This design comes from an exercise in tuning for small area, a short achievable clock period and few clock cycles per item on the open sky130 flow, not from production work. No run shown here included a check of the RTL's function; only the layout flow was run. Power is estimated from default activity; no workload was simulated.

`flow/run.sh`:
```
#!/bin/bash
# synth_recipe.tcl (not shown) runs the flow's synth.tcl, then flattens the netlist and writes it again
# the make line also repeats each setting of config.mk as NAME=value (left out here)
make -C /OpenROAD-flow-scripts/flow DESIGN_CONFIG=/design/flow/config.mk WORK_HOME=/design/flow/orfs CLKGATE_MAP_FILE= SYNTH_SCRIPT=/design/flow/synth_recipe.tcl finish
```
`flow/config.mk`:
```
export PLATFORM = sky130hd
export DESIGN_NAME = booth_multiplier
export DESIGN_NICKNAME = booth_multiplier
export VERILOG_FILES = /design/flow/design.v
export SDC_FILE = /design/flow/constraint.sdc
export NUM_CORES = 4
export LEC_CHECK = 0
export CAP_MARGIN = 20
export CORE_MARGIN = 2
export CORE_UTILIZATION = 40
export SLEW_MARGIN = 20
```
`flow/constraint.sdc`:
```
create_clock -name core_clock -period 6.0 [get_ports {clk}]
set_input_delay 1.2000 -clock core_clock [delete_from_list [all_inputs] [get_ports {clk}]]
set_output_delay 1.2000 -clock core_clock [all_outputs]
set_load 0.01 [all_outputs]
```
`flow/design.v`:
```
module booth_multiplier(clk, reset_n, multiplier, multiplicand, op_start, op_clear, result, op_done);
	input clk, reset_n, op_start, op_clear;
	input [63:0] multiplier, multiplicand;
	output op_done;
	output [127:0] result;
	reg busy, fin, done;
	reg [2:0] cnt;
	wire idle = ~(busy | fin | done);
	wire last = (cnt == 3'd7);
	always @(posedge clk or negedge reset_n)
		if (!reset_n) begin
			busy <= 1'b0; fin <= 1'b0; done <= 1'b0;
		end else if (op_clear) begin
			busy <= 1'b0; fin <= 1'b0; done <= 1'b0;
		end else begin
			busy <= idle ? op_start : (busy & ~last);
			fin <= busy & last;
			done <= fin | done;
		end
	always @(posedge clk)
		cnt <= busy ? cnt + 1'b1 : 3'd0;
	reg [63:0] B;       
	reg [63:0] lo;      
	reg [63:0] S;       
	reg [62:0] C;       
	reg [7:0] DS, DC;  
	reg cf;             
	reg [3:0] e_one, e_two, e_neg;  
	wire [8:0] eb = idle ? {multiplier[7:0], 1'b0} : lo[15:7];
	wire [3:0] n_one, n_two, n_neg;
	genvar g;
	generate for (g = 0; g < 4; g = g + 1) begin : enc
		assign n_one[g] = eb[2*g+1] ^ eb[2*g];
		assign n_two[g] = (eb[2*g+2] & ~eb[2*g+1] & ~eb[2*g]) | (~eb[2*g+2] & eb[2*g+1] & eb[2*g]);
		assign n_neg[g] = eb[2*g+2];
	end endgenerate
	always @(posedge clk) begin
		e_one <= n_one; e_two <= n_two; e_neg <= n_neg;
	end
	wire [64:0] bx = {B[63], B};
	wire [65:0] bx2 = {B[63], B, 1'b0};
	wire [64:0] pp0 = {1'b1, 64'b0} ^ ({65{e_neg[0]}} ^ (({65{e_one[0]}} & bx) | ({65{e_two[0]}} & bx2[64:0])));
	wire [64:0] pp1 = {1'b1, 64'b0} ^ ({65{e_neg[1]}} ^ (({65{e_one[1]}} & bx) | ({65{e_two[1]}} & bx2[64:0])));
	wire [64:0] pp2 = {1'b1, 64'b0} ^ ({65{e_neg[2]}} ^ (({65{e_one[2]}} & bx) | ({65{e_two[2]}} & bx2[64:0])));
	wire [64:0] pp3 = {1'b1, 64'b0} ^ ({65{e_neg[3]}} ^ (({65{e_one[3]}} & bx) | ({65{e_two[3]}} & bx2[64:0])));
	wire s1;
	wire k2;
	wire s3;
	wire k4;
	wire s5;
	wire k6;
	wire s7;
	wire k8;
	wire s9;
	wire k10;
	wire s11;
	wire k12;
	wire s13;
	wire k14;
	wire s15;
	wire k16;
	wire s17;
	wire k18;
	wire s19;
	wire k20;
	wire s21;
	wire k22;
	wire s23;
	wire k24;
	wire s25;
	wire k26;
	wire s27;
	wire k28;
	wire s29;
	wire k30;
	wire s31;
	wire k32;
	wire s33;
	wire k34;
	wire s35;
	wire k36;
	wire s37;
	wire k38;
	wire s39;
	wire k40;
	wire s41;
	wire k42;
	wire s43;
	wire k44;
	wire s45;
	wire k46;
	wire s47;
	wire k48;
	wire s49;
	wire k50;
	wire s51;
	wire k52;
	wire s53;
	wire k54;
	wire s55;
	wire k56;
	wire s57;
	wire k58;
	wire s59;
	wire k60;
	wire s61;
	wire k62;
	wire s63;
	wire k64;
	wire s65;
	wire k66;
	wire s67;
	wire k68;
	wire s69;
	wire k70;
	wire s71;
	wire k72;
	wire s73;
	wire k74;
	wire s75;
	wire k76;
	wire s77;
	wire k78;
	wire s79;
	wire k80;
	wire s81;
	wire k82;
	wire s83;
	wire k84;
	wire s85;
	wire k86;
	wire s87;
	wire k88;
	wire s89;
	wire k90;
	wire s91;
	wire k92;
	wire s93;
	wire k94;
	wire s95;
	wire k96;
	wire s97;
	wire k98;
	wire s99;
	wire k100;
	wire s101;
	wire k102;
	wire s103;
	wire k104;
	wire s105;
	wire k106;
	wire s107;
	wire k108;
	wire s109;
	wire k110;
	wire s111;
	wire k112;
	wire s113;
	wire k114;
	wire s115;
	wire k116;
	wire s117;
	wire k118;
	wire s119;
	wire k120;
	wire s121;
	wire k122;
	wire s123;
	wire k124;
	wire s125;
	wire k126;
	wire s127;
	wire k128;
	wire s129;
	wire k130;
	wire s131;
	wire k132;
	wire s133;
	wire k134;
	wire s135;
	wire k136;
	wire s137;
	wire k138;
	wire s139;
	wire k140;
	wire s141;
	wire k142;
	wire s143;
	wire k144;
	wire s145;
	wire k146;
	wire s147;
	wire k148;
	wire s149;
	wire k150;
	wire s151;
	wire k152;
	wire s153;
	wire k154;
	wire s155;
	wire k156;
	wire s157;
	wire k158;
	wire s159;
	wire k160;
	wire s161;
	wire k162;
	wire s163;
	wire k164;
	wire s165;
	wire k166;
	wire s167;
	wire k168;
	wire s169;
	wire k170;
	wire s171;
	wire k172;
	wire s173;
	wire k174;
	wire s175;
	wire k176;
	wire s177;
	wire k178;
	wire s179;
	wire k180;
	wire s181;
	wire k182;
	wire s183;
	wire k184;
	wire s185;
	wire k186;
	wire s187;
	wire k188;
	wire s189;
	wire k190;
	wire s191;
	wire k192;
	wire s193;
	wire k194;
	wire s195;
	wire k196;
	wire s197;
	wire k198;
	wire s199;
	wire k200;
	wire s201;
	wire k202;
	wire s203;
	wire k204;
	wire s205;
	wire k206;
	wire s207;
	wire k208;
	wire s209;
	wire k210;
	wire s211;
	wire k212;
	wire s213;
	wire k214;
	wire s215;
	wire k216;
	wire s217;
	wire k218;
	wire s219;
	wire k220;
	wire s221;
	wire k222;
	wire s223;
	wire k224;
	wire s225;
	wire k226;
	wire s227;
	wire k228;
	wire s229;
	wire k230;
	wire s231;
	wire k232;
	wire s233;
	wire k234;
	wire s235;
	wire k236;
	wire s237;
	wire k238;
	wire s239;
	wire k240;
	wire s241;
	wire k242;
	wire s243;
	wire k244;
	wire s245;
	wire k246;
	wire s247;
	wire k248;
	wire s249;
	wire k250;
	wire s251;
	wire k252;
	wire s253;
	wire k254;
	wire s255;
	wire k256;
	wire s257;
	wire k258;
	wire s259;
	wire k260;
	wire s261;
	wire k262;
	wire s263;
	wire k264;
	wire s265;
	wire k266;
	wire s267;
	wire k268;
	wire s269;
	wire k270;
	wire s271;
	wire k272;
	wire s273;
	wire k274;
	wire s275;
	wire k276;
	wire s277;
	wire k278;
	wire s279;
	wire k280;
	wire s281;
	wire k282;
	wire s283;
	wire k284;
	wire s285;
	wire k286;
	wire s287;
	wire k288;
	wire s289;
	wire k290;
	wire s291;
	wire k292;
	wire s293;
	wire k294;
	wire s295;
	wire k296;
	wire s297;
	wire k298;
	wire s299;
	wire k300;
	wire s301;
	wire k302;
	wire s303;
	wire k304;
	wire s305;
	wire k306;
	wire s307;
	wire k308;
	wire s309;
	wire k310;
	wire s311;
	wire k312;
	wire s313;
	wire k314;
	wire s315;
	wire k316;
	wire s317;
	wire k318;
	wire s319;
	wire k320;
	wire s321;
	wire k322;
	wire s323;
	wire k324;
	wire s325;
	wire k326;
	wire s327;
	wire k328;
	wire s329;
	wire k330;
	wire s331;
	wire k332;
	wire s333;
	wire k334;
	wire s335;
	wire k336;
	wire s337;
	wire k338;
	wire s339;
	wire k340;
	wire s341;
	wire k342;
	wire s343;
	wire k344;
	wire s345;
	wire k346;
	wire s347;
	wire k348;
	wire s349;
	wire k350;
	wire s351;
	wire k352;
	wire s353;
	wire k354;
	wire s355;
	wire k356;
	wire s357;
	wire k358;
	wire s359;
	wire k360;
	wire s361;
	wire k362;
	wire s363;
	wire k364;
	wire s365;
	wire k366;
	wire s367;
	wire k368;
	wire s369;
	wire k370;
	wire s371;
	wire k372;
	wire s373;
	wire k374;
	wire s375;
	wire k376;
	wire s377;
	wire k378;
	wire s379;
	wire k380;
	wire s381;
	wire k382;
	wire s383;
	wire k384;
	wire s385;
	wire k386;
	wire s387;
	wire k388;
	wire s389;
	wire k390;
	wire s391;
	wire k392;
	wire s393;
	wire k394;
	wire s395;
	wire k396;
	wire s397;
	wire k398;
	wire s399;
	wire k400;
	wire s401;
	wire k402;
	wire s403;
	wire k404;
	wire s405;
	wire k406;
	wire s407;
	wire k408;
	wire s409;
	wire k410;
	wire s411;
	wire k412;
	wire s413;
	wire k414;
	wire s415;
	wire k416;
	wire s417;
	wire k418;
	wire s419;
	wire k420;
	wire s421;
	wire k422;
	wire s423;
	wire k424;
	wire s425;
	wire k426;
	wire s427;
	wire k428;
	wire s429;
	wire k430;
	wire s431;
	wire k432;
	wire s433;
	wire k434;
	wire s435;
	wire k436;
	wire s437;
	wire k438;
	wire s439;
	wire k440;
	wire s441;
	wire k442;
	wire s443;
	wire k444;
	wire s445;
	wire k446;
	wire s447;
	wire k448;
	wire s449;
	wire k450;
	wire s451;
	wire k452;
	wire s453;
	wire k454;
	wire s455;
	wire k456;
	wire s457;
	wire k458;
	wire s459;
	wire k460;
	wire s461;
	wire k462;
	wire s463;
	wire k464;
	wire s465;
	wire k466;
	wire s467;
	wire k468;
	wire s469;
	wire k470;
	wire s471;
	wire k472;
	wire s473;
	wire k474;
	wire s475;
	wire k476;
	wire s477;
	wire k478;
	wire s479;
	wire k480;
	wire s481;
	wire k482;
	wire s483;
	wire k484;
	wire s485;
	wire k486;
	wire s487;
	wire k488;
	wire s489;
	wire k490;
	wire s491;
	wire k492;
	wire s493;
	wire k494;
	wire s495;
	wire k496;
	wire s497;
	wire k498;
	wire s499;
	wire k500;
	wire s501;
	wire k502;
	wire s503;
	wire k504;
	wire s505;
	wire k506;
	wire s507;
	wire k508;
	wire s509;
	wire k510;
	wire s511;
	wire k512;
	assign s1 = S[0] ^ C[0] ^ e_neg[0];
	assign k2 = (S[0] & C[0]) | (S[0] & e_neg[0]) | (C[0] & e_neg[0]);
	assign s3 = S[1] ^ C[1] ^ k2;
	assign k4 = (S[1] & C[1]) | (S[1] & k2) | (C[1] & k2);
	assign s5 = S[2] ^ C[2] ^ e_neg[1];
	assign k6 = (S[2] & C[2]) | (S[2] & e_neg[1]) | (C[2] & e_neg[1]);
	assign s7 = s5 ^ pp0[2] ^ pp1[0];
	assign k8 = (s5 & pp0[2]) | (s5 & pp1[0]) | (pp0[2] & pp1[0]);
	assign s9 = S[3] ^ C[3] ^ k6;
	assign k10 = (S[3] & C[3]) | (S[3] & k6) | (C[3] & k6);
	assign s11 = pp0[3] ^ pp1[1] ^ s9;
	assign k12 = (pp0[3] & pp1[1]) | (pp0[3] & s9) | (pp1[1] & s9);
	assign s13 = S[4] ^ C[4] ^ e_neg[2];
	assign k14 = (S[4] & C[4]) | (S[4] & e_neg[2]) | (C[4] & e_neg[2]);
	assign s15 = s13 ^ pp0[4] ^ pp1[2];
	assign k16 = (s13 & pp0[4]) | (s13 & pp1[2]) | (pp0[4] & pp1[2]);
	assign s17 = pp2[0] ^ k10 ^ s15;
	assign k18 = (pp2[0] & k10) | (pp2[0] & s15) | (k10 & s15);
	assign s19 = S[5] ^ C[5] ^ k14;
	assign k20 = (S[5] & C[5]) | (S[5] & k14) | (C[5] & k14);
	assign s21 = pp0[5] ^ pp1[3] ^ pp2[1];
	assign k22 = (pp0[5] & pp1[3]) | (pp0[5] & pp2[1]) | (pp1[3] & pp2[1]);
	assign s23 = s19 ^ k16 ^ s21;
	assign k24 = (s19 & k16) | (s19 & s21) | (k16 & s21);
	assign s25 = S[6] ^ C[6] ^ e_neg[3];
	assign k26 = (S[6] & C[6]) | (S[6] & e_neg[3]) | (C[6] & e_neg[3]);
	assign s27 = s25 ^ pp0[6] ^ pp1[4];
	assign k28 = (s25 & pp0[6]) | (s25 & pp1[4]) | (pp0[6] & pp1[4]);
	assign s29 = pp2[2] ^ pp3[0] ^ k20;
	assign k30 = (pp2[2] & pp3[0]) | (pp2[2] & k20) | (pp3[0] & k20);
	assign s31 = k22 ^ s27 ^ s29;
	assign k32 = (k22 & s27) | (k22 & s29) | (s27 & s29);
	assign s33 = S[7] ^ C[7] ^ k26;
	assign k34 = (S[7] & C[7]) | (S[7] & k26) | (C[7] & k26);
	assign s35 = pp0[7] ^ pp1[5] ^ pp2[3];
	assign k36 = (pp0[7] & pp1[5]) | (pp0[7] & pp2[3]) | (pp1[5] & pp2[3]);
	assign s37 = pp3[1] ^ s33 ^ k28;
	assign k38 = (pp3[1] & s33) | (pp3[1] & k28) | (s33 & k28);
	assign s39 = s35 ^ k30 ^ s37;
	assign k40 = (s35 & k30) | (s35 & s37) | (k30 & s37);
	assign s41 = S[8] ^ C[8] ^ pp0[8];
	assign k42 = (S[8] & C[8]) | (S[8] & pp0[8]) | (C[8] & pp0[8]);
	assign s43 = pp1[6] ^ pp2[4] ^ pp3[2];
	assign k44 = (pp1[6] & pp2[4]) | (pp1[6] & pp3[2]) | (pp2[4] & pp3[2]);
	assign s45 = k34 ^ k36 ^ s41;
	assign k46 = (k34 & k36) | (k34 & s41) | (k36 & s41);
	assign s47 = s43 ^ k38 ^ s45;
	assign k48 = (s43 & k38) | (s43 & s45) | (k38 & s45);
	assign s49 = S[9] ^ C[9] ^ pp0[9];
	assign k50 = (S[9] & C[9]) | (S[9] & pp0[9]) | (C[9] & pp0[9]);
	assign s51 = pp1[7] ^ pp2[5] ^ pp3[3];
	assign k52 = (pp1[7] & pp2[5]) | (pp1[7] & pp3[3]) | (pp2[5] & pp3[3]);
	assign s53 = k42 ^ k44 ^ s49;
	assign k54 = (k42 & k44) | (k42 & s49) | (k44 & s49);
	assign s55 = s51 ^ k46 ^ s53;
	assign k56 = (s51 & k46) | (s51 & s53) | (k46 & s53);
	assign s57 = S[10] ^ C[10] ^ pp0[10];
	assign k58 = (S[10] & C[10]) | (S[10] & pp0[10]) | (C[10] & pp0[10]);
	assign s59 = pp1[8] ^ pp2[6] ^ pp3[4];
	assign k60 = (pp1[8] & pp2[6]) | (pp1[8] & pp3[4]) | (pp2[6] & pp3[4]);
	assign s61 = k50 ^ k52 ^ s57;
	assign k62 = (k50 & k52) | (k50 & s57) | (k52 & s57);
	assign s63 = s59 ^ k54 ^ s61;
	assign k64 = (s59 & k54) | (s59 & s61) | (k54 & s61);
	assign s65 = S[11] ^ C[11] ^ pp0[11];
	assign k66 = (S[11] & C[11]) | (S[11] & pp0[11]) | (C[11] & pp0[11]);
	assign s67 = pp1[9] ^ pp2[7] ^ pp3[5];
	assign k68 = (pp1[9] & pp2[7]) | (pp1[9] & pp3[5]) | (pp2[7] & pp3[5]);
	assign s69 = k58 ^ k60 ^ s65;
	assign k70 = (k58 & k60) | (k58 & s65) | (k60 & s65);
	assign s71 = s67 ^ k62 ^ s69;
	assign k72 = (s67 & k62) | (s67 & s69) | (k62 & s69);
	assign s73 = S[12] ^ C[12] ^ pp0[12];
	assign k74 = (S[12] & C[12]) | (S[12] & pp0[12]) | (C[12] & pp0[12]);
	assign s75 = pp1[10] ^ pp2[8] ^ pp3[6];
	assign k76 = (pp1[10] & pp2[8]) | (pp1[10] & pp3[6]) | (pp2[8] & pp3[6]);
	assign s77 = k66 ^ k68 ^ s73;
	assign k78 = (k66 & k68) | (k66 & s73) | (k68 & s73);
	assign s79 = s75 ^ k70 ^ s77;
	assign k80 = (s75 & k70) | (s75 & s77) | (k70 & s77);
	assign s81 = S[13] ^ C[13] ^ pp0[13];
	assign k82 = (S[13] & C[13]) | (S[13] & pp0[13]) | (C[13] & pp0[13]);
	assign s83 = pp1[11] ^ pp2[9] ^ pp3[7];
	assign k84 = (pp1[11] & pp2[9]) | (pp1[11] & pp3[7]) | (pp2[9] & pp3[7]);
	assign s85 = k74 ^ k76 ^ s81;
	assign k86 = (k74 & k76) | (k74 & s81) | (k76 & s81);
	assign s87 = s83 ^ k78 ^ s85;
	assign k88 = (s83 & k78) | (s83 & s85) | (k78 & s85);
	assign s89 = S[14] ^ C[14] ^ pp0[14];
	assign k90 = (S[14] & C[14]) | (S[14] & pp0[14]) | (C[14] & pp0[14]);
	assign s91 = pp1[12] ^ pp2[10] ^ pp3[8];
	assign k92 = (pp1[12] & pp2[10]) | (pp1[12] & pp3[8]) | (pp2[10] & pp3[8]);
	assign s93 = k82 ^ k84 ^ s89;
	assign k94 = (k82 & k84) | (k82 & s89) | (k84 & s89);
	assign s95 = s91 ^ k86 ^ s93;
	assign k96 = (s91 & k86) | (s91 & s93) | (k86 & s93);
	assign s97 = S[15] ^ C[15] ^ pp0[15];
	assign k98 = (S[15] & C[15]) | (S[15] & pp0[15]) | (C[15] & pp0[15]);
	assign s99 = pp1[13] ^ pp2[11] ^ pp3[9];
	assign k100 = (pp1[13] & pp2[11]) | (pp1[13] & pp3[9]) | (pp2[11] & pp3[9]);
	assign s101 = k90 ^ k92 ^ s97;
	assign k102 = (k90 & k92) | (k90 & s97) | (k92 & s97);
	assign s103 = s99 ^ k94 ^ s101;
	assign k104 = (s99 & k94) | (s99 & s101) | (k94 & s101);
	assign s105 = S[16] ^ C[16] ^ pp0[16];
	assign k106 = (S[16] & C[16]) | (S[16] & pp0[16]) | (C[16] & pp0[16]);
	assign s107 = pp1[14] ^ pp2[12] ^ pp3[10];
	assign k108 = (pp1[14] & pp2[12]) | (pp1[14] & pp3[10]) | (pp2[12] & pp3[10]);
	assign s109 = k98 ^ k100 ^ s105;
	assign k110 = (k98 & k100) | (k98 & s105) | (k100 & s105);
	assign s111 = s107 ^ k102 ^ s109;
	assign k112 = (s107 & k102) | (s107 & s109) | (k102 & s109);
	assign s113 = S[17] ^ C[17] ^ pp0[17];
	assign k114 = (S[17] & C[17]) | (S[17] & pp0[17]) | (C[17] & pp0[17]);
	assign s115 = pp1[15] ^ pp2[13] ^ pp3[11];
	assign k116 = (pp1[15] & pp2[13]) | (pp1[15] & pp3[11]) | (pp2[13] & pp3[11]);
	assign s117 = k106 ^ k108 ^ s113;
	assign k118 = (k106 & k108) | (k106 & s113) | (k108 & s113);
	assign s119 = s115 ^ k110 ^ s117;
	assign k120 = (s115 & k110) | (s115 & s117) | (k110 & s117);
	assign s121 = S[18] ^ C[18] ^ pp0[18];
	assign k122 = (S[18] & C[18]) | (S[18] & pp0[18]) | (C[18] & pp0[18]);
	assign s123 = pp1[16] ^ pp2[14] ^ pp3[12];
	assign k124 = (pp1[16] & pp2[14]) | (pp1[16] & pp3[12]) | (pp2[14] & pp3[12]);
	assign s125 = k114 ^ k116 ^ s121;
	assign k126 = (k114 & k116) | (k114 & s121) | (k116 & s121);
	assign s127 = s123 ^ k118 ^ s125;
	assign k128 = (s123 & k118) | (s123 & s125) | (k118 & s125);
	assign s129 = S[19] ^ C[19] ^ pp0[19];
	assign k130 = (S[19] & C[19]) | (S[19] & pp0[19]) | (C[19] & pp0[19]);
	assign s131 = pp1[17] ^ pp2[15] ^ pp3[13];
	assign k132 = (pp1[17] & pp2[15]) | (pp1[17] & pp3[13]) | (pp2[15] & pp3[13]);
	assign s133 = k122 ^ k124 ^ s129;
	assign k134 = (k122 & k124) | (k122 & s129) | (k124 & s129);
	assign s135 = s131 ^ k126 ^ s133;
	assign k136 = (s131 & k126) | (s131 & s133) | (k126 & s133);
	assign s137 = S[20] ^ C[20] ^ pp0[20];
	assign k138 = (S[20] & C[20]) | (S[20] & pp0[20]) | (C[20] & pp0[20]);
	assign s139 = pp1[18] ^ pp2[16] ^ pp3[14];
	assign k140 = (pp1[18] & pp2[16]) | (pp1[18] & pp3[14]) | (pp2[16] & pp3[14]);
	assign s141 = k130 ^ k132 ^ s137;
	assign k142 = (k130 & k132) | (k130 & s137) | (k132 & s137);
	assign s143 = s139 ^ k134 ^ s141;
	assign k144 = (s139 & k134) | (s139 & s141) | (k134 & s141);
	assign s145 = S[21] ^ C[21] ^ pp0[21];
	assign k146 = (S[21] & C[21]) | (S[21] & pp0[21]) | (C[21] & pp0[21]);
	assign s147 = pp1[19] ^ pp2[17] ^ pp3[15];
	assign k148 = (pp1[19] & pp2[17]) | (pp1[19] & pp3[15]) | (pp2[17] & pp3[15]);
	assign s149 = k138 ^ k140 ^ s145;
	assign k150 = (k138 & k140) | (k138 & s145) | (k140 & s145);
	assign s151 = s147 ^ k142 ^ s149;
	assign k152 = (s147 & k142) | (s147 & s149) | (k142 & s149);
	assign s153 = S[22] ^ C[22] ^ pp0[22];
	assign k154 = (S[22] & C[22]) | (S[22] & pp0[22]) | (C[22] & pp0[22]);
	assign s155 = pp1[20] ^ pp2[18] ^ pp3[16];
	assign k156 = (pp1[20] & pp2[18]) | (pp1[20] & pp3[16]) | (pp2[18] & pp3[16]);
	assign s157 = k146 ^ k148 ^ s153;
	assign k158 = (k146 & k148) | (k146 & s153) | (k148 & s153);
	assign s159 = s155 ^ k150 ^ s157;
	assign k160 = (s155 & k150) | (s155 & s157) | (k150 & s157);
	assign s161 = S[23] ^ C[23] ^ pp0[23];
	assign k162 = (S[23] & C[23]) | (S[23] & pp0[23]) | (C[23] & pp0[23]);
	assign s163 = pp1[21] ^ pp2[19] ^ pp3[17];
	assign k164 = (pp1[21] & pp2[19]) | (pp1[21] & pp3[17]) | (pp2[19] & pp3[17]);
	assign s165 = k154 ^ k156 ^ s161;
	assign k166 = (k154 & k156) | (k154 & s161) | (k156 & s161);
	assign s167 = s163 ^ k158 ^ s165;
	assign k168 = (s163 & k158) | (s163 & s165) | (k158 & s165);
	assign s169 = S[24] ^ C[24] ^ pp0[24];
	assign k170 = (S[24] & C[24]) | (S[24] & pp0[24]) | (C[24] & pp0[24]);
	assign s171 = pp1[22] ^ pp2[20] ^ pp3[18];
	assign k172 = (pp1[22] & pp2[20]) | (pp1[22] & pp3[18]) | (pp2[20] & pp3[18]);
	assign s173 = k162 ^ k164 ^ s169;
	assign k174 = (k162 & k164) | (k162 & s169) | (k164 & s169);
	assign s175 = s171 ^ k166 ^ s173;
	assign k176 = (s171 & k166) | (s171 & s173) | (k166 & s173);
	assign s177 = S[25] ^ C[25] ^ pp0[25];
	assign k178 = (S[25] & C[25]) | (S[25] & pp0[25]) | (C[25] & pp0[25]);
	assign s179 = pp1[23] ^ pp2[21] ^ pp3[19];
	assign k180 = (pp1[23] & pp2[21]) | (pp1[23] & pp3[19]) | (pp2[21] & pp3[19]);
	assign s181 = k170 ^ k172 ^ s177;
	assign k182 = (k170 & k172) | (k170 & s177) | (k172 & s177);
	assign s183 = s179 ^ k174 ^ s181;
	assign k184 = (s179 & k174) | (s179 & s181) | (k174 & s181);
	assign s185 = S[26] ^ C[26] ^ pp0[26];
	assign k186 = (S[26] & C[26]) | (S[26] & pp0[26]) | (C[26] & pp0[26]);
	assign s187 = pp1[24] ^ pp2[22] ^ pp3[20];
	assign k188 = (pp1[24] & pp2[22]) | (pp1[24] & pp3[20]) | (pp2[22] & pp3[20]);
	assign s189 = k178 ^ k180 ^ s185;
	assign k190 = (k178 & k180) | (k178 & s185) | (k180 & s185);
	assign s191 = s187 ^ k182 ^ s189;
	assign k192 = (s187 & k182) | (s187 & s189) | (k182 & s189);
	assign s193 = S[27] ^ C[27] ^ pp0[27];
	assign k194 = (S[27] & C[27]) | (S[27] & pp0[27]) | (C[27] & pp0[27]);
	assign s195 = pp1[25] ^ pp2[23] ^ pp3[21];
	assign k196 = (pp1[25] & pp2[23]) | (pp1[25] & pp3[21]) | (pp2[23] & pp3[21]);
	assign s197 = k186 ^ k188 ^ s193;
	assign k198 = (k186 & k188) | (k186 & s193) | (k188 & s193);
	assign s199 = s195 ^ k190 ^ s197;
	assign k200 = (s195 & k190) | (s195 & s197) | (k190 & s197);
	assign s201 = S[28] ^ C[28] ^ pp0[28];
	assign k202 = (S[28] & C[28]) | (S[28] & pp0[28]) | (C[28] & pp0[28]);
	assign s203 = pp1[26] ^ pp2[24] ^ pp3[22];
	assign k204 = (pp1[26] & pp2[24]) | (pp1[26] & pp3[22]) | (pp2[24] & pp3[22]);
	assign s205 = k194 ^ k196 ^ s201;
	assign k206 = (k194 & k196) | (k194 & s201) | (k196 & s201);
	assign s207 = s203 ^ k198 ^ s205;
	assign k208 = (s203 & k198) | (s203 & s205) | (k198 & s205);
	assign s209 = S[29] ^ C[29] ^ pp0[29];
	assign k210 = (S[29] & C[29]) | (S[29] & pp0[29]) | (C[29] & pp0[29]);
	assign s211 = pp1[27] ^ pp2[25] ^ pp3[23];
	assign k212 = (pp1[27] & pp2[25]) | (pp1[27] & pp3[23]) | (pp2[25] & pp3[23]);
	assign s213 = k202 ^ k204 ^ s209;
	assign k214 = (k202 & k204) | (k202 & s209) | (k204 & s209);
	assign s215 = s211 ^ k206 ^ s213;
	assign k216 = (s211 & k206) | (s211 & s213) | (k206 & s213);
	assign s217 = S[30] ^ C[30] ^ pp0[30];
	assign k218 = (S[30] & C[30]) | (S[30] & pp0[30]) | (C[30] & pp0[30]);
	assign s219 = pp1[28] ^ pp2[26] ^ pp3[24];
	assign k220 = (pp1[28] & pp2[26]) | (pp1[28] & pp3[24]) | (pp2[26] & pp3[24]);
	assign s221 = k210 ^ k212 ^ s217;
	assign k222 = (k210 & k212) | (k210 & s217) | (k212 & s217);
	assign s223 = s219 ^ k214 ^ s221;
	assign k224 = (s219 & k214) | (s219 & s221) | (k214 & s221);
	assign s225 = S[31] ^ C[31] ^ pp0[31];
	assign k226 = (S[31] & C[31]) | (S[31] & pp0[31]) | (C[31] & pp0[31]);
	assign s227 = pp1[29] ^ pp2[27] ^ pp3[25];
	assign k228 = (pp1[29] & pp2[27]) | (pp1[29] & pp3[25]) | (pp2[27] & pp3[25]);
	assign s229 = k218 ^ k220 ^ s225;
	assign k230 = (k218 & k220) | (k218 & s225) | (k220 & s225);
	assign s231 = s227 ^ k222 ^ s229;
	assign k232 = (s227 & k222) | (s227 & s229) | (k222 & s229);
	assign s233 = S[32] ^ C[32] ^ pp0[32];
	assign k234 = (S[32] & C[32]) | (S[32] & pp0[32]) | (C[32] & pp0[32]);
	assign s235 = pp1[30] ^ pp2[28] ^ pp3[26];
	assign k236 = (pp1[30] & pp2[28]) | (pp1[30] & pp3[26]) | (pp2[28] & pp3[26]);
	assign s237 = k226 ^ k228 ^ s233;
	assign k238 = (k226 & k228) | (k226 & s233) | (k228 & s233);
	assign s239 = s235 ^ k230 ^ s237;
	assign k240 = (s235 & k230) | (s235 & s237) | (k230 & s237);
	assign s241 = S[33] ^ C[33] ^ pp0[33];
	assign k242 = (S[33] & C[33]) | (S[33] & pp0[33]) | (C[33] & pp0[33]);
	assign s243 = pp1[31] ^ pp2[29] ^ pp3[27];
	assign k244 = (pp1[31] & pp2[29]) | (pp1[31] & pp3[27]) | (pp2[29] & pp3[27]);
	assign s245 = k234 ^ k236 ^ s241;
	assign k246 = (k234 & k236) | (k234 & s241) | (k236 & s241);
	assign s247 = s243 ^ k238 ^ s245;
	assign k248 = (s243 & k238) | (s243 & s245) | (k238 & s245);
	assign s249 = S[34] ^ C[34] ^ pp0[34];
	assign k250 = (S[34] & C[34]) | (S[34] & pp0[34]) | (C[34] & pp0[34]);
	assign s251 = pp1[32] ^ pp2[30] ^ pp3[28];
	assign k252 = (pp1[32] & pp2[30]) | (pp1[32] & pp3[28]) | (pp2[30] & pp3[28]);
	assign s253 = k242 ^ k244 ^ s249;
	assign k254 = (k242 & k244) | (k242 & s249) | (k244 & s249);
	assign s255 = s251 ^ k246 ^ s253;
	assign k256 = (s251 & k246) | (s251 & s253) | (k246 & s253);
	assign s257 = S[35] ^ C[35] ^ pp0[35];
	assign k258 = (S[35] & C[35]) | (S[35] & pp0[35]) | (C[35] & pp0[35]);
	assign s259 = pp1[33] ^ pp2[31] ^ pp3[29];
	assign k260 = (pp1[33] & pp2[31]) | (pp1[33] & pp3[29]) | (pp2[31] & pp3[29]);
	assign s261 = k250 ^ k252 ^ s257;
	assign k262 = (k250 & k252) | (k250 & s257) | (k252 & s257);
	assign s263 = s259 ^ k254 ^ s261;
	assign k264 = (s259 & k254) | (s259 & s261) | (k254 & s261);
	assign s265 = S[36] ^ C[36] ^ pp0[36];
	assign k266 = (S[36] & C[36]) | (S[36] & pp0[36]) | (C[36] & pp0[36]);
	assign s267 = pp1[34] ^ pp2[32] ^ pp3[30];
	assign k268 = (pp1[34] & pp2[32]) | (pp1[34] & pp3[30]) | (pp2[32] & pp3[30]);
	assign s269 = k258 ^ k260 ^ s265;
	assign k270 = (k258 & k260) | (k258 & s265) | (k260 & s265);
	assign s271 = s267 ^ k262 ^ s269;
	assign k272 = (s267 & k262) | (s267 & s269) | (k262 & s269);
	assign s273 = S[37] ^ C[37] ^ pp0[37];
	assign k274 = (S[37] & C[37]) | (S[37] & pp0[37]) | (C[37] & pp0[37]);
	assign s275 = pp1[35] ^ pp2[33] ^ pp3[31];
	assign k276 = (pp1[35] & pp2[33]) | (pp1[35] & pp3[31]) | (pp2[33] & pp3[31]);
	assign s277 = k266 ^ k268 ^ s273;
	assign k278 = (k266 & k268) | (k266 & s273) | (k268 & s273);
	assign s279 = s275 ^ k270 ^ s277;
	assign k280 = (s275 & k270) | (s275 & s277) | (k270 & s277);
	assign s281 = S[38] ^ C[38] ^ pp0[38];
	assign k282 = (S[38] & C[38]) | (S[38] & pp0[38]) | (C[38] & pp0[38]);
	assign s283 = pp1[36] ^ pp2[34] ^ pp3[32];
	assign k284 = (pp1[36] & pp2[34]) | (pp1[36] & pp3[32]) | (pp2[34] & pp3[32]);
	assign s285 = k274 ^ k276 ^ s281;
	assign k286 = (k274 & k276) | (k274 & s281) | (k276 & s281);
	assign s287 = s283 ^ k278 ^ s285;
	assign k288 = (s283 & k278) | (s283 & s285) | (k278 & s285);
	assign s289 = S[39] ^ C[39] ^ pp0[39];
	assign k290 = (S[39] & C[39]) | (S[39] & pp0[39]) | (C[39] & pp0[39]);
	assign s291 = pp1[37] ^ pp2[35] ^ pp3[33];
	assign k292 = (pp1[37] & pp2[35]) | (pp1[37] & pp3[33]) | (pp2[35] & pp3[33]);
	assign s293 = k282 ^ k284 ^ s289;
	assign k294 = (k282 & k284) | (k282 & s289) | (k284 & s289);
	assign s295 = s291 ^ k286 ^ s293;
	assign k296 = (s291 & k286) | (s291 & s293) | (k286 & s293);
	assign s297 = S[40] ^ C[40] ^ pp0[40];
	assign k298 = (S[40] & C[40]) | (S[40] & pp0[40]) | (C[40] & pp0[40]);
	assign s299 = pp1[38] ^ pp2[36] ^ pp3[34];
	assign k300 = (pp1[38] & pp2[36]) | (pp1[38] & pp3[34]) | (pp2[36] & pp3[34]);
	assign s301 = k290 ^ k292 ^ s297;
	assign k302 = (k290 & k292) | (k290 & s297) | (k292 & s297);
	assign s303 = s299 ^ k294 ^ s301;
	assign k304 = (s299 & k294) | (s299 & s301) | (k294 & s301);
	assign s305 = S[41] ^ C[41] ^ pp0[41];
	assign k306 = (S[41] & C[41]) | (S[41] & pp0[41]) | (C[41] & pp0[41]);
	assign s307 = pp1[39] ^ pp2[37] ^ pp3[35];
	assign k308 = (pp1[39] & pp2[37]) | (pp1[39] & pp3[35]) | (pp2[37] & pp3[35]);
	assign s309 = k298 ^ k300 ^ s305;
	assign k310 = (k298 & k300) | (k298 & s305) | (k300 & s305);
	assign s311 = s307 ^ k302 ^ s309;
	assign k312 = (s307 & k302) | (s307 & s309) | (k302 & s309);
	assign s313 = S[42] ^ C[42] ^ pp0[42];
	assign k314 = (S[42] & C[42]) | (S[42] & pp0[42]) | (C[42] & pp0[42]);
	assign s315 = pp1[40] ^ pp2[38] ^ pp3[36];
	assign k316 = (pp1[40] & pp2[38]) | (pp1[40] & pp3[36]) | (pp2[38] & pp3[36]);
	assign s317 = k306 ^ k308 ^ s313;
	assign k318 = (k306 & k308) | (k306 & s313) | (k308 & s313);
	assign s319 = s315 ^ k310 ^ s317;
	assign k320 = (s315 & k310) | (s315 & s317) | (k310 & s317);
	assign s321 = S[43] ^ C[43] ^ pp0[43];
	assign k322 = (S[43] & C[43]) | (S[43] & pp0[43]) | (C[43] & pp0[43]);
	assign s323 = pp1[41] ^ pp2[39] ^ pp3[37];
	assign k324 = (pp1[41] & pp2[39]) | (pp1[41] & pp3[37]) | (pp2[39] & pp3[37]);
	assign s325 = k314 ^ k316 ^ s321;
	assign k326 = (k314 & k316) | (k314 & s321) | (k316 & s321);
	assign s327 = s323 ^ k318 ^ s325;
	assign k328 = (s323 & k318) | (s323 & s325) | (k318 & s325);
	assign s329 = S[44] ^ C[44] ^ pp0[44];
	assign k330 = (S[44] & C[44]) | (S[44] & pp0[44]) | (C[44] & pp0[44]);
	assign s331 = pp1[42] ^ pp2[40] ^ pp3[38];
	assign k332 = (pp1[42] & pp2[40]) | (pp1[42] & pp3[38]) | (pp2[40] & pp3[38]);
	assign s333 = k322 ^ k324 ^ s329;
	assign k334 = (k322 & k324) | (k322 & s329) | (k324 & s329);
	assign s335 = s331 ^ k326 ^ s333;
	assign k336 = (s331 & k326) | (s331 & s333) | (k326 & s333);
	assign s337 = S[45] ^ C[45] ^ pp0[45];
	assign k338 = (S[45] & C[45]) | (S[45] & pp0[45]) | (C[45] & pp0[45]);
	assign s339 = pp1[43] ^ pp2[41] ^ pp3[39];
	assign k340 = (pp1[43] & pp2[41]) | (pp1[43] & pp3[39]) | (pp2[41] & pp3[39]);
	assign s341 = k330 ^ k332 ^ s337;
	assign k342 = (k330 & k332) | (k330 & s337) | (k332 & s337);
	assign s343 = s339 ^ k334 ^ s341;
	assign k344 = (s339 & k334) | (s339 & s341) | (k334 & s341);
	assign s345 = S[46] ^ C[46] ^ pp0[46];
	assign k346 = (S[46] & C[46]) | (S[46] & pp0[46]) | (C[46] & pp0[46]);
	assign s347 = pp1[44] ^ pp2[42] ^ pp3[40];
	assign k348 = (pp1[44] & pp2[42]) | (pp1[44] & pp3[40]) | (pp2[42] & pp3[40]);
	assign s349 = k338 ^ k340 ^ s345;
	assign k350 = (k338 & k340) | (k338 & s345) | (k340 & s345);
	assign s351 = s347 ^ k342 ^ s349;
	assign k352 = (s347 & k342) | (s347 & s349) | (k342 & s349);
	assign s353 = S[47] ^ C[47] ^ pp0[47];
	assign k354 = (S[47] & C[47]) | (S[47] & pp0[47]) | (C[47] & pp0[47]);
	assign s355 = pp1[45] ^ pp2[43] ^ pp3[41];
	assign k356 = (pp1[45] & pp2[43]) | (pp1[45] & pp3[41]) | (pp2[43] & pp3[41]);
	assign s357 = k346 ^ k348 ^ s353;
	assign k358 = (k346 & k348) | (k346 & s353) | (k348 & s353);
	assign s359 = s355 ^ k350 ^ s357;
	assign k360 = (s355 & k350) | (s355 & s357) | (k350 & s357);
	assign s361 = S[48] ^ C[48] ^ pp0[48];
	assign k362 = (S[48] & C[48]) | (S[48] & pp0[48]) | (C[48] & pp0[48]);
	assign s363 = pp1[46] ^ pp2[44] ^ pp3[42];
	assign k364 = (pp1[46] & pp2[44]) | (pp1[46] & pp3[42]) | (pp2[44] & pp3[42]);
	assign s365 = k354 ^ k356 ^ s361;
	assign k366 = (k354 & k356) | (k354 & s361) | (k356 & s361);
	assign s367 = s363 ^ k358 ^ s365;
	assign k368 = (s363 & k358) | (s363 & s365) | (k358 & s365);
	assign s369 = S[49] ^ C[49] ^ pp0[49];
	assign k370 = (S[49] & C[49]) | (S[49] & pp0[49]) | (C[49] & pp0[49]);
	assign s371 = pp1[47] ^ pp2[45] ^ pp3[43];
	assign k372 = (pp1[47] & pp2[45]) | (pp1[47] & pp3[43]) | (pp2[45] & pp3[43]);
	assign s373 = k362 ^ k364 ^ s369;
	assign k374 = (k362 & k364) | (k362 & s369) | (k364 & s369);
	assign s375 = s371 ^ k366 ^ s373;
	assign k376 = (s371 & k366) | (s371 & s373) | (k366 & s373);
	assign s377 = S[50] ^ C[50] ^ pp0[50];
	assign k378 = (S[50] & C[50]) | (S[50] & pp0[50]) | (C[50] & pp0[50]);
	assign s379 = pp1[48] ^ pp2[46] ^ pp3[44];
	assign k380 = (pp1[48] & pp2[46]) | (pp1[48] & pp3[44]) | (pp2[46] & pp3[44]);
	assign s381 = k370 ^ k372 ^ s377;
	assign k382 = (k370 & k372) | (k370 & s377) | (k372 & s377);
	assign s383 = s379 ^ k374 ^ s381;
	assign k384 = (s379 & k374) | (s379 & s381) | (k374 & s381);
	assign s385 = S[51] ^ C[51] ^ pp0[51];
	assign k386 = (S[51] & C[51]) | (S[51] & pp0[51]) | (C[51] & pp0[51]);
	assign s387 = pp1[49] ^ pp2[47] ^ pp3[45];
	assign k388 = (pp1[49] & pp2[47]) | (pp1[49] & pp3[45]) | (pp2[47] & pp3[45]);
	assign s389 = k378 ^ k380 ^ s385;
	assign k390 = (k378 & k380) | (k378 & s385) | (k380 & s385);
	assign s391 = s387 ^ k382 ^ s389;
	assign k392 = (s387 & k382) | (s387 & s389) | (k382 & s389);
	assign s393 = S[52] ^ C[52] ^ pp0[52];
	assign k394 = (S[52] & C[52]) | (S[52] & pp0[52]) | (C[52] & pp0[52]);
	assign s395 = pp1[50] ^ pp2[48] ^ pp3[46];
	assign k396 = (pp1[50] & pp2[48]) | (pp1[50] & pp3[46]) | (pp2[48] & pp3[46]);
	assign s397 = k386 ^ k388 ^ s393;
	assign k398 = (k386 & k388) | (k386 & s393) | (k388 & s393);
	assign s399 = s395 ^ k390 ^ s397;
	assign k400 = (s395 & k390) | (s395 & s397) | (k390 & s397);
	assign s401 = S[53] ^ C[53] ^ pp0[53];
	assign k402 = (S[53] & C[53]) | (S[53] & pp0[53]) | (C[53] & pp0[53]);
	assign s403 = pp1[51] ^ pp2[49] ^ pp3[47];
	assign k404 = (pp1[51] & pp2[49]) | (pp1[51] & pp3[47]) | (pp2[49] & pp3[47]);
	assign s405 = k394 ^ k396 ^ s401;
	assign k406 = (k394 & k396) | (k394 & s401) | (k396 & s401);
	assign s407 = s403 ^ k398 ^ s405;
	assign k408 = (s403 & k398) | (s403 & s405) | (k398 & s405);
	assign s409 = S[54] ^ C[54] ^ pp0[54];
	assign k410 = (S[54] & C[54]) | (S[54] & pp0[54]) | (C[54] & pp0[54]);
	assign s411 = pp1[52] ^ pp2[50] ^ pp3[48];
	assign k412 = (pp1[52] & pp2[50]) | (pp1[52] & pp3[48]) | (pp2[50] & pp3[48]);
	assign s413 = k402 ^ k404 ^ s409;
	assign k414 = (k402 & k404) | (k402 & s409) | (k404 & s409);
	assign s415 = s411 ^ k406 ^ s413;
	assign k416 = (s411 & k406) | (s411 & s413) | (k406 & s413);
	assign s417 = S[55] ^ C[55] ^ pp0[55];
	assign k418 = (S[55] & C[55]) | (S[55] & pp0[55]) | (C[55] & pp0[55]);
	assign s419 = pp1[53] ^ pp2[51] ^ pp3[49];
	assign k420 = (pp1[53] & pp2[51]) | (pp1[53] & pp3[49]) | (pp2[51] & pp3[49]);
	assign s421 = k410 ^ k412 ^ s417;
	assign k422 = (k410 & k412) | (k410 & s417) | (k412 & s417);
	assign s423 = s419 ^ k414 ^ s421;
	assign k424 = (s419 & k414) | (s419 & s421) | (k414 & s421);
	assign s425 = S[56] ^ C[56] ^ pp0[56];
	assign k426 = (S[56] & C[56]) | (S[56] & pp0[56]) | (C[56] & pp0[56]);
	assign s427 = pp1[54] ^ pp2[52] ^ pp3[50];
	assign k428 = (pp1[54] & pp2[52]) | (pp1[54] & pp3[50]) | (pp2[52] & pp3[50]);
	assign s429 = k418 ^ k420 ^ s425;
	assign k430 = (k418 & k420) | (k418 & s425) | (k420 & s425);
	assign s431 = s427 ^ k422 ^ s429;
	assign k432 = (s427 & k422) | (s427 & s429) | (k422 & s429);
	assign s433 = S[57] ^ C[57] ^ pp0[57];
	assign k434 = (S[57] & C[57]) | (S[57] & pp0[57]) | (C[57] & pp0[57]);
	assign s435 = pp1[55] ^ pp2[53] ^ pp3[51];
	assign k436 = (pp1[55] & pp2[53]) | (pp1[55] & pp3[51]) | (pp2[53] & pp3[51]);
	assign s437 = k426 ^ k428 ^ s433;
	assign k438 = (k426 & k428) | (k426 & s433) | (k428 & s433);
	assign s439 = s435 ^ k430 ^ s437;
	assign k440 = (s435 & k430) | (s435 & s437) | (k430 & s437);
	assign s441 = S[58] ^ C[58] ^ pp0[58];
	assign k442 = (S[58] & C[58]) | (S[58] & pp0[58]) | (C[58] & pp0[58]);
	assign s443 = pp1[56] ^ pp2[54] ^ pp3[52];
	assign k444 = (pp1[56] & pp2[54]) | (pp1[56] & pp3[52]) | (pp2[54] & pp3[52]);
	assign s445 = k434 ^ k436 ^ s441;
	assign k446 = (k434 & k436) | (k434 & s441) | (k436 & s441);
	assign s447 = s443 ^ k438 ^ s445;
	assign k448 = (s443 & k438) | (s443 & s445) | (k438 & s445);
	assign s449 = S[59] ^ C[59] ^ pp0[59];
	assign k450 = (S[59] & C[59]) | (S[59] & pp0[59]) | (C[59] & pp0[59]);
	assign s451 = pp1[57] ^ pp2[55] ^ pp3[53];
	assign k452 = (pp1[57] & pp2[55]) | (pp1[57] & pp3[53]) | (pp2[55] & pp3[53]);
	assign s453 = k442 ^ k444 ^ s449;
	assign k454 = (k442 & k444) | (k442 & s449) | (k444 & s449);
	assign s455 = s451 ^ k446 ^ s453;
	assign k456 = (s451 & k446) | (s451 & s453) | (k446 & s453);
	assign s457 = S[60] ^ C[60] ^ pp0[60];
	assign k458 = (S[60] & C[60]) | (S[60] & pp0[60]) | (C[60] & pp0[60]);
	assign s459 = pp1[58] ^ pp2[56] ^ pp3[54];
	assign k460 = (pp1[58] & pp2[56]) | (pp1[58] & pp3[54]) | (pp2[56] & pp3[54]);
	assign s461 = k450 ^ k452 ^ s457;
	assign k462 = (k450 & k452) | (k450 & s457) | (k452 & s457);
	assign s463 = s459 ^ k454 ^ s461;
	assign k464 = (s459 & k454) | (s459 & s461) | (k454 & s461);
	assign s465 = S[61] ^ C[61] ^ pp0[61];
	assign k466 = (S[61] & C[61]) | (S[61] & pp0[61]) | (C[61] & pp0[61]);
	assign s467 = pp1[59] ^ pp2[57] ^ pp3[55];
	assign k468 = (pp1[59] & pp2[57]) | (pp1[59] & pp3[55]) | (pp2[57] & pp3[55]);
	assign s469 = k458 ^ k460 ^ s465;
	assign k470 = (k458 & k460) | (k458 & s465) | (k460 & s465);
	assign s471 = s467 ^ k462 ^ s469;
	assign k472 = (s467 & k462) | (s467 & s469) | (k462 & s469);
	assign s473 = S[62] ^ C[62] ^ pp0[62];
	assign k474 = (S[62] & C[62]) | (S[62] & pp0[62]) | (C[62] & pp0[62]);
	assign s475 = pp1[60] ^ pp2[58] ^ pp3[56];
	assign k476 = (pp1[60] & pp2[58]) | (pp1[60] & pp3[56]) | (pp2[58] & pp3[56]);
	assign s477 = k466 ^ k468 ^ s473;
	assign k478 = (k466 & k468) | (k466 & s473) | (k468 & s473);
	assign s479 = s475 ^ k470 ^ s477;
	assign k480 = (s475 & k470) | (s475 & s477) | (k470 & s477);
	assign s481 = ~(S[63] ^ pp0[63]);
	assign k482 = S[63] | pp0[63];
	assign s483 = pp1[61] ^ pp2[59] ^ pp3[57];
	assign k484 = (pp1[61] & pp2[59]) | (pp1[61] & pp3[57]) | (pp2[59] & pp3[57]);
	assign s485 = k474 ^ k476 ^ s481;
	assign k486 = (k474 & k476) | (k474 & s481) | (k476 & s481);
	assign s487 = s483 ^ k478 ^ s485;
	assign k488 = (s483 & k478) | (s483 & s485) | (k478 & s485);
	assign s489 = pp0[64] ^ pp1[62] ^ pp2[60];
	assign k490 = (pp0[64] & pp1[62]) | (pp0[64] & pp2[60]) | (pp1[62] & pp2[60]);
	assign s491 = pp3[58] ^ k482 ^ k484;
	assign k492 = (pp3[58] & k482) | (pp3[58] & k484) | (k482 & k484);
	assign s493 = s489 ^ k486 ^ s491;
	assign k494 = (s489 & k486) | (s489 & s491) | (k486 & s491);
	assign s495 = ~(pp1[63] ^ pp2[61]);
	assign k496 = pp1[63] | pp2[61];
	assign s497 = pp3[59] ^ k490 ^ s495;
	assign k498 = (pp3[59] & k490) | (pp3[59] & s495) | (k490 & s495);
	assign s499 = k492 ^ s497 ^ k494;
	assign k500 = (k492 & s497) | (k492 & k494) | (s497 & k494);
	assign s501 = pp1[64] ^ pp2[62] ^ pp3[60];
	assign k502 = (pp1[64] & pp2[62]) | (pp1[64] & pp3[60]) | (pp2[62] & pp3[60]);
	assign s503 = k496 ^ s501 ^ k498;
	assign k504 = (k496 & s501) | (k496 & k498) | (s501 & k498);
	assign s505 = ~(pp2[63] ^ pp3[61]);
	assign k506 = pp2[63] | pp3[61];
	assign s507 = k502 ^ s505 ^ k504;
	assign k508 = (k502 & s505) | (k502 & k504) | (s505 & k504);
	assign s509 = pp2[64] ^ pp3[62] ^ k506;
	assign k510 = (pp2[64] & pp3[62]) | (pp2[64] & k506) | (pp3[62] & k506);
	assign s511 = ~(pp3[63] ^ k510);
	assign k512 = pp3[63] | k510;
	wire [71:0] sp = {1'b0, pp3[64], s511, s509, s507, s503, s499, k488, k480, k472, k464, k456, k448, k440, k432, k424, k416, k408, k400, k392, k384, k376, k368, k360, k352, k344, k336, k328, k320, k312, k304, k296, k288, k280, k272, k264, k256, k248, k240, k232, k224, k216, k208, k200, k192, k184, k176, k168, k160, k152, k144, k136, k128, k120, k112, k104, k96, k88, k80, k72, k64, k56, k48, k40, k32, k24, k18, k12, k8, k4, pp0[1], s1};
	wire [71:0] cp = {1'b0, k512, 1'b0, k508, 1'b0, k500, 1'b0, s493, s487, s479, s471, s463, s455, s447, s439, s431, s423, s415, s407, s399, s391, s383, s375, s367, s359, s351, s343, s335, s327, s319, s311, s303, s295, s287, s279, s271, s263, s255, s247, s239, s231, s223, s215, s207, s199, s191, s183, s175, s167, s159, s151, s143, s135, s127, s119, s111, s103, s95, s87, s79, s71, s63, s55, s47, s39, s31, s23, s17, s11, s7, s3, pp0[0]};
	wire [63:0] s_next = {sp[71] | cp[71], sp[70:8]};
	wire [62:0] c_next = cp[70:8];
	wire [8:0] low = DS + DC + cf;
	wire [63:0] hi = S + {1'b0, C} + low[8];
	wire first = busy & (cnt == 3'd0);
	always @(posedge clk) begin
		DS <= sp[7:0];
		DC <= cp[7:0];
		cf <= low[8] & ~first;
		B <= idle ? multiplicand : B;
		lo <= (busy | fin) ? {low[7:0], lo[63:8]} : (done ? lo : multiplier);
		S <= busy ? s_next : (fin ? {~hi[63], hi[62:0]} : (done ? S : {1'b1, 63'b0}));
		C <= busy ? c_next : 63'b0;
	end
	assign result = {S, lo};
	assign op_done = done;
endmodule
```
==> results_tabular.tex, run 1 <==
\begin{tabular}{lr}
\hline
Metric & Value \\
\hline
\multicolumn{2}{l}{\textbf{Status}} \\
\quad Outcome & complete, no violations \\
\multicolumn{2}{l}{\textbf{Clocking}} \\
\quad Maximum number of buffers from clock root to sink & 3 \\
\quad TritonCTS clock tree & built \\
\quad Clock buffer count from CTS & 38 \\
\quad Clock sink count & 287 \\
\quad Post-CTS setup buffer count & 0 \\
\quad Worst skew pair latency & 0.59 ns \\
\quad Number of levels the H-tree was split into & 2 \\
\quad Clock edge transition at the registers on the reported setup and hold paths & 0.06 ns \\
\quad Root cell of the clock tree & clkbuf\_16 \\
\quad Number of gates resized after CTS & 0 \\
\quad Hold buffers post-CTS & 0 \\
\multicolumn{2}{l}{\textbf{STA}} \\
\quad Accumulated negative setup slack & 0 ns \\
\quad Peak clock frequency supported by timing & 189 MHz \\
\quad Final critical-path share of the clock period & 88.2\% \\
\quad Post-route worst setup slack & 0.706 ns \\
\quad Hold slack & 0.443 ns \\
\quad Relative slew slack & 33.9\% \\
\quad Hold violation total from the final report & 0 \\
\quad Setup repair after global routing missed its margin & false \\
\quad Final worst path period need & 5.29 ns \\
\quad Tightest Pin Transition & 0.991 ns \\
\quad Slew Viols, Final & 0 \\
\quad Setup violators final & 0 \\
\quad Clock tree skew after final layout & 0.0388 ns \\
\multicolumn{2}{l}{\textbf{Global routing}} \\
\quad Combined global-route utilization of all metal layers & 23.7\% \\
\quad Number of antenna violations at the first check in global routing & 5 \\
\quad Largest net degree at the start of global routing & 86 \\
\quad First-pass GRT wire length & 111 mm \\
\quad Total global routing overflow & 0 \\
\quad Number of global-route vias before repair & 18300 \\
\multicolumn{2}{l}{\textbf{Worst hold path}} \\
\quad Worst hold path type & register to register \\
\multicolumn{2}{l}{\textbf{Place}} \\
\quad Routability congestion estimate from global placement & 0.920 \\
\quad Worst slack, placed & 0.773 ns \\
\quad Input/output buffers & 260 \\
\quad Sum of net half-perimeters after detailed placement & 54.1 mm \\
\quad Cell area after placement & 26500 um\^{}2 \\
\multicolumn{2}{l}{\textbf{Worst setup path}} \\
\quad Largest fanout on the critical path & 4 \\
\quad Category of the worst setup path launch point & register \\
\quad Data arrival time of the critical path & 5.57 ns \\
\quad Required time of the worst setup path & 6.28 ns \\
\quad Kind of critical path & register to register \\
\quad Critical Path End Type & register \\
\multicolumn{2}{l}{\textbf{Yosys}} \\
\quad Portion of netlist area occupied by mux cells & 3.03\% \\
\quad Flop and latch count out of synthesis & 287 \\
\quad Ys async rst share & 1.05\% \\
\quad Combined area of all synthesized cells & 23600 um\^{}2 \\
\quad Net Count, Synth & 2573 \\
\quad Synthesized instance count & 2112 \\
\quad Synth Warn \# & 1 \\
\quad Post-Syn Area per Cell & 11.2 um\^{}2 \\
\quad Simple-gate area share of the yosys netlist & 6.24\% \\
\quad Number of flops mapped to enable cells by yosys & 191 \\
\quad Fraction of the mapped netlist area in compound gates & 16.0\% \\
\quad Library cells used by synthesis & 74 \\
\quad Sequential-to-total area share from yosys stat & 32.5\% \\
\quad Xor and xnor area share after synthesis & 12.2\% \\
\quad Dominant combinational cell family by area after synthesis & adder cells \\
\quad Primary FF master, synth & edfxtp\_1 \\
\quad Adder and majority cell fraction of the synthesized area & 25.5\% \\
\multicolumn{2}{l}{\textbf{Die}} \\
\quad I/O Pins & 261 \\
\quad Core outline area & 58700 um\^{}2 \\
\quad Die boundary width & 247 um \\
\quad Height of the die & 247 um \\
\quad Die Outline Area & 60900 um\^{}2 \\
\quad Initial standard-cell utilization of the core & 40.2\% \\
\quad Row Count & 89 \\
\multicolumn{2}{l}{\textbf{Detailed routing}} \\
\quad Number of optimization iterations in the first detailed-route pass & 5 \\
\quad Detailed-route via count & 17300 \\
\quad Routed wire length per instance & 23.5 um \\
\quad Iter 0 DRT Violations & 1307 \\
\quad Post-detailed-route count of antenna-violating nets & 0 \\
\quad Wirelength, routed & 71.6 mm \\
\quad Via/cell ratio & 5.69 \\
\quad DRC violation count after routing & 0 \\
\multicolumn{2}{l}{\textbf{Final layout}} \\
\quad Layout overhead on the synthesized area & 18.2\% \\
\quad Number of fill cells & 5340 \\
\quad Number of nets in the layout & 2700 \\
\quad Post-Route Utilization & 47.5\% \\
\quad Fraction of final layout cells with drive strength greater than 1 & 7.32\% \\
\quad Post-route standard cell area excluding fillers & 27900 um\^{}2 \\
\multicolumn{2}{l}{\textbf{Pwr}} \\
\quad Worst-case vdd ir drop & 0.237 mV \\
\quad Ratio of total power to cell area & 481 nW/um\^{}2 \\
\quad LEAKAGE & 10.5 nW \\
\multicolumn{2}{l}{\textbf{Job}} \\
\quad Max-cap viol count & 0 \\
\hline
\end{tabular}
layout by cell type, fill, tap and decap left out, types with 68 or more instances in the layout:
cell type,instances
o21ai_0,76
a22oi_1,252
clkdlybuf4s50_1,260
a21oi_1,74
ha_1,76
edfxtp_1,191
fa_1,253
dfxtp_1,81
xnor2_1,284
nand2_1,119
and2_1,68
kinds of logic (layout without fill, tap and decap cells):
family / after synthesis / after routing
compound gates: 544 / 544
fa+ha+maj: 329 / 329
xor+xnor: 328 / 328
simple gates: 303 / 303
flops: 287 / 287
buf+inv: 257 / 414
mux: 64 / 64
other cells: 0 / 3
sequential cells by signal, summed over array words and instances, names as in the netlist:
name / count
lo: 64
DS: 8
done: 1
e_two: 4
cf: 1
cnt: 3
busy: 1
S: 64
e_neg: 4
fin: 1
B: 64
DC: 8
C: 60
e_one: 4
final cells by class:
class	count	area, um^2	area share (%)
multi-input combinational	1568	14900	53.4
tap	773	967	3.47
antenna	3	7.51	0.0269
inverter	65	244	0.875
sequential	287	7700	27.6
clock buffer	57	1110	4.00
timing repair buffer	279	2750	9.86
clock inverter	13	209	0.750
path summary, 6_finish.rpt:
kind	from	slack (ns)	to	cells after the start
min	cnt[0]	0.44	cnt[0]	1
max	DS[0]	0.71	S[50]	24
max in group asynchronous	reset_n	5.03	fin	1
min reg2reg	cnt[0]	0.44	cnt[0]	1
max reg2reg	DS[0]	0.71	S[50]	24
min in group asynchronous	reset_n	0.79	busy	1
synthesized netlist by cell type, drive strengths merged (5+ instances only):
| cell type | number | share of area [%] |
|---|---|---|
| xnor2 | 284 | 11 |
| fa | 253 | 21 |
| a22oi | 252 | 8.0 |
| edfxtp | 191 | 24 |
| clkbuf | 143 | 2.6 |
| nand2 | 123 | 2.0 |
| o21ai | 105 | 2.3 |
| dfxtp | 93 | 7.9 |
| a21oi | 76 | 1.7 |
| ha | 76 | 4.0 |
| and2 | 68 | 1.8 |
| inv | 63 | 1.0 |
| mux2 | 59 | 2.8 |
| nor2 | 49 | 0.78 |
| buf | 48 | 0.83 |
| xor2 | 44 | 1.6 |
| a21o | 26 | 0.83 |
| nand4 | 15 | 0.40 |
| o21bai | 12 | 0.38 |
| a211oi | 9 | 0.29 |
| a22o | 9 | 0.33 |
| nand2b | 8 | 0.21 |
| nand3 | 8 | 0.17 |
| nor2b | 8 | 0.21 |
| o21a | 7 | 0.22 |
| mux2i | 5 | 0.21 |
report_power, final:
group	internal, mW	switching, mW	total, mW
logic	3.64	3.91	7.56
registers	2.68	0.773	3.45
clock network	1.44	0.970	2.41
total	7.76	5.66	13.4
through the flow:
step | power, mW | instances
after floorplan | 8.43 | 2112
after global placement | 11.0 | 2972
after detailed placement | 11.1 | 2972
after CTS | 13.6 | 3042
after global routing | 14.7 | 3045
final | 13.4 | 3045
routing by layer:
layer  track usage, %  routed length (um)
met1             32.1               30900
met2             38.4               33900
met3             4.37                4600
met4             7.76                2180
met5                0                  13
worst max-delay path: stages (launching register included):
cell	delay, ns
dfxtp_1	0.29
inv_1	0.07
fa_1	0.17
inv_1	0.06
fa_1	0.39
nand2_1	0.08
nand2_1	0.05
a21oi_1	0.22
o21bai_1	0.09
a21oi_1	0.22
o21bai_1	0.09
a21oi_1	0.24
fa_1	0.25
inv_1	0.06
fa_1	0.42
a211o_1	0.30
a211o_1	0.31
a41oi_2	0.28
a211oi_1	0.15
o31a_1	0.33
o21ai_2	0.24
o21ai_2	0.12
a311oi_2	0.30
xor2_1	0.16
o21ai_1	0.07
==> run 2, diff against run 1 <==
--- a/flow/design.v
+++ b/flow/design.v
@@ -1072,6 +1072,8 @@
 	wire [63:0] s_next = {sp[71] | cp[71], sp[70:8]};
 	wire [62:0] c_next = cp[70:8];
-	wire [8:0] low = DS + DC + cf;
-	wire [63:0] hi = S + {1'b0, C} + low[8];
+	wire [9:0] low0 = {1'b0, DS, cf} + {1'b0, DC, cf};
+	wire [8:0] low = low0[9:1];
+	wire [72:0] sum = {S, DS, cf} + {1'b0, C, DC, cf};
+	wire [63:0] hi = sum[72:9];
 	wire first = busy & (cnt == 3'd0);
 	always @(posedge clk) begin
==> results_tabular.tex, run 2 <==
\begin{tabular}{lr}
\hline
Metric & Value \\
\hline
\multicolumn{2}{l}{\textbf{Status}} \\
\quad Outcome & complete, no violations \\
\multicolumn{2}{l}{\textbf{Clocking}} \\
\quad Root cell of the clock tree & clkbuf\_16 \\
\quad Number of levels the H-tree was split into & 2 (unchanged) \\
\quad Maximum number of buffers from clock root to sink & 3 (unchanged) \\
\quad Worst skew pair latency & 0.56 ns (-0.03 ns) \\
\quad Clock buffer count from CTS & 38 (unchanged) \\
\multicolumn{2}{l}{\textbf{Worst setup path}} \\
\quad Top delay family on crit path & buffers and inverters \\
\quad Peak per-stage delay on the critical path & 0.77 ns (+0.35 ns) \\
\quad Category of the worst setup path launch point & register \\
\quad WP buf/inv & 3 (unchanged) \\
\quad Kind of critical path & register to register \\
\quad CP Cell Sequence & clkinv\_2 > buf\_4 > xnor2\_1 > fa\_1 > fa\_1 > inv\_1 > fa\_1 > fa\_1 > nand2\_1 > o21ai\_0 \\
\quad Data arrival time of the critical path & 4.43 ns (-1.14 ns) \\
\quad Path length in cells of the critical path & 10 (-58\%) \\
\quad Largest fanout on the critical path & 35 (+31) \\
\quad Required time of the worst setup path & 6.27 ns (about the same) \\
\multicolumn{2}{l}{\textbf{Detailed routing}} \\
\quad Via/cell ratio & 5.77 (+1.5\%) \\
\quad Routed wl met2 & 37.4 mm (+10\%) \\
\quad DRC violation count after routing & 0 (unchanged) \\
\quad Routed wire length per instance & 24.2 um (+2.9\%) \\
\quad Number of optimization iterations in the first detailed-route pass & 6 (+1) \\
\quad Wire length the detailed router placed on met1 & 33.2 mm (+7.6\%) \\
\quad Post-detailed-route count of antenna-violating nets & 0 (unchanged) \\
\quad Detailed-route via count & 18900 (+9.2\%) \\
\multicolumn{2}{l}{\textbf{Worst hold path}} \\
\quad Worst hold path type & register to register \\
\multicolumn{2}{l}{\textbf{Die}} \\
\quad Die Outline Area & 63400 um\^{}2 (+4.1\%) \\
\quad Initial standard-cell utilization of the core & 40.6\% (+0.38 points) \\
\quad I/O Pins & 261 (unchanged) \\
\quad Core outline area & 60600 um\^{}2 (+3.2\%) \\
\multicolumn{2}{l}{\textbf{Yosys}} \\
\quad Library cells used by synthesis & 77 (+4.1\%) \\
\quad Most instantiated library cell after synthesis & a22oi\_1 \\
\quad Most area-hungry cell type in the Yosys netlist & edfxtp\_1 \\
\quad Combined area of all synthesized cells & 24600 um\^{}2 (+4.2\%) \\
\quad Top cell types by occurrence after synthesis & a22oi\_1 (252), fa\_1 (250), edfxtp\_1 (191), xnor2\_1 (178), inv\_1 (170) \\
\quad Top-area cell type share of the netlist area & 23.3\% (-0.98 points) \\
\quad Post-Syn Area per Cell & 10.5 um\^{}2 (-6.3\%) \\
\quad Primary FF master, synth & edfxtp\_1 \\
\quad Synthesized instance count & 2349 (+11\%) \\
\quad Flop and latch count out of synthesis & 287 (unchanged) \\
\quad Synth Warn \# & 1 (unchanged) \\
\multicolumn{2}{l}{\textbf{Global routing}} \\
\quad Largest net degree at the start of global routing & 72 (-16\%) \\
\quad Combined global-route utilization of all metal layers & 24.8\% (+1.1 points) \\
\quad Number of global-route vias before repair & 19300 (+5.9\%) \\
\quad First-pass GRT wire length & 120 mm (+8.7\%) \\
\quad Number of antenna violations at the first check in global routing & 3 (-2) \\
\quad Total global routing overflow & 0 (unchanged) \\
\multicolumn{2}{l}{\textbf{Pwr}} \\
\quad Clock power share & 17.3\% (-0.6 points) \\
\quad Combinational Power Share & 57.8\% (+1.5 points) \\
\quad Ratio of total power to cell area & 476 nW/um\^{}2 (-1.0\%) \\
\quad Internal power contribution & 7.69 mW (-0.81\%) \\
\quad Switching share of total power & 43.9\% (+1.7 points) \\
\multicolumn{2}{l}{\textbf{STA}} \\
\quad Tightest Pin Transition & 1.04 ns (+0.0527 ns) \\
\quad Hold violation total from the final report & 0 (unchanged) \\
\quad Setup violators final & 0 (unchanged) \\
\quad Final critical-path share of the clock period & 69.5\% (-19 points) \\
\quad Peak clock frequency supported by timing & 240 MHz (+27\%) \\
\quad Relative slew slack & 30.4\% (-3.5 points) \\
\quad Setup repair after global routing missed its margin & false \\
\multicolumn{2}{l}{\textbf{Final layout}} \\
\quad Number of fill cells & 5615 (+5.1\%) \\
\quad Layout overhead on the synthesized area & 17.1\% \\
\quad Registers with the most flip-flops & B (64), S (64), lo (64) \\
\quad Top library cells by usage in the layout, fill and taps aside & clkdlybuf4s50\_1 (260), a22oi\_1 (252), fa\_1 (250), edfxtp\_1 (191), xnor2\_1 (178) \\
\quad Post-layout instance count excluding filler cells & 3277 (+7.6\%) \\
\quad Fraction of final layout cells with drive strength greater than 1 & 6.94\% (-0.38 points) \\
\quad Number of nets in the layout & 2923 (+8.3\%) \\
\quad Most common library cell in the layout ignoring fill and taps & clkdlybuf4s50\_1 \\
\multicolumn{2}{l}{\textbf{Place}} \\
\quad Cell area after placement & 27500 um\^{}2 (+3.6\%) \\
\quad Input/output buffers & 260 (unchanged) \\
\quad Post-Place Cells & 3205 (+7.8\%) \\
\quad Routability congestion estimate from global placement & 0.935 (+1.7\%) \\
\multicolumn{2}{l}{\textbf{Job}} \\
\quad Max-cap viol count & 0 (unchanged) \\
\hline
\end{tabular}
[run 2: final cells by class]
| class | instances | share of cell area, % |
|---|---|---|
| antenna | 2 | 0.0174 |
| clock buffer | 51 | 3.69 |
| clock inverter | 19 | 0.748 |
| inverter | 173 | 2.26 |
| multi-input combinational | 1683 | 53.6 |
| sequential | 287 | 26.7 |
| tap | 782 | 3.40 |
| timing repair buffer | 280 | 9.56 |
[run 2: power by group through the flow]
stage / combinational [mW] / clock, mW / sequential, mW
after CTS: 7.95 / 2.42 / 3.41
after global routing: 8.96 / 2.49 / 3.47
final: 7.93 / 2.36 / 3.41
after floorplan: 5.49 / 0 / 3.09
after detailed placement: 7.90 / 0 / 3.44
after global placement: 7.78 / 0 / 3.44
[run 2: per-stage QoR]
stage,setup slack (ns),utilization [%]
global route,1.70,47.5
global placement,1.85,45.4
floorplan,1.64,-
CTS,1.83,47.5
finish,1.83,47.5
detailed placement,1.84,45.4
[run 2: path summary, 6_finish.rpt]
kind | startpoint | end | slack [ns]
hold reg to reg | cnt[0] | cnt[0] | 0.44
setup / recovery | e_neg[1] | S[59] | 1.83
min in group asynchronous | reset_n | fin | 0.84
hold / removal | cnt[0] | cnt[0] | 0.44
setup reg to reg | e_neg[1] | S[59] | 1.83
max in group asynchronous | reset_n | busy | 4.99
[run 2: kinds of logic (layout without fill, tap and decap cells)]
kind of cell	after synthesis	count (layout)	synth area share, %
other	0	2	0
muxes	64	64	2.90
buffers and inverters	379	523	6.15
and+or+nand+nor	380	380	7.58
adders and majority gates	328	328	24.3
xor gates and xnor gates	330	330	11.8
AOI/OAI and AO/OA	581	581	16.1
DFF	287	287	31.2
[run 2: per-layer routing]
metal,vias to the layer above,track usage (%)
li1,8355,-
met1,9542,33.4
met2,868,40.3
met3,158,4.90
met4,0,8.18
met5,-,0

[port drivers added, routing unchanged]
Ports are ideal in the flow. The routed layouts listed here were re-timed in OpenROAD.
Step 1 sets driving cells, clkbuf_16 on the clock port and buf_2 on the other inputs (assumed; they add their load-dependent delay and slew).
Step 2 also shifts input and output timing later by t, the mid clock arrival at the registers, as if the neighbouring blocks saw the same clock.
a / b / c = ideal ports / drivers / drivers and shift; a / b = the first two.
run | t (ns) | slack for setup (ns) | worst data-port slew with drivers (ns)
run 1 | 0.627 | 0.706 / 0.706 / 0.706 | 0.08
run 2 | 0.611 | 1.832 / 1.832 / 1.832 | 0.10
After both steps setup and hold are still met in every run listed.
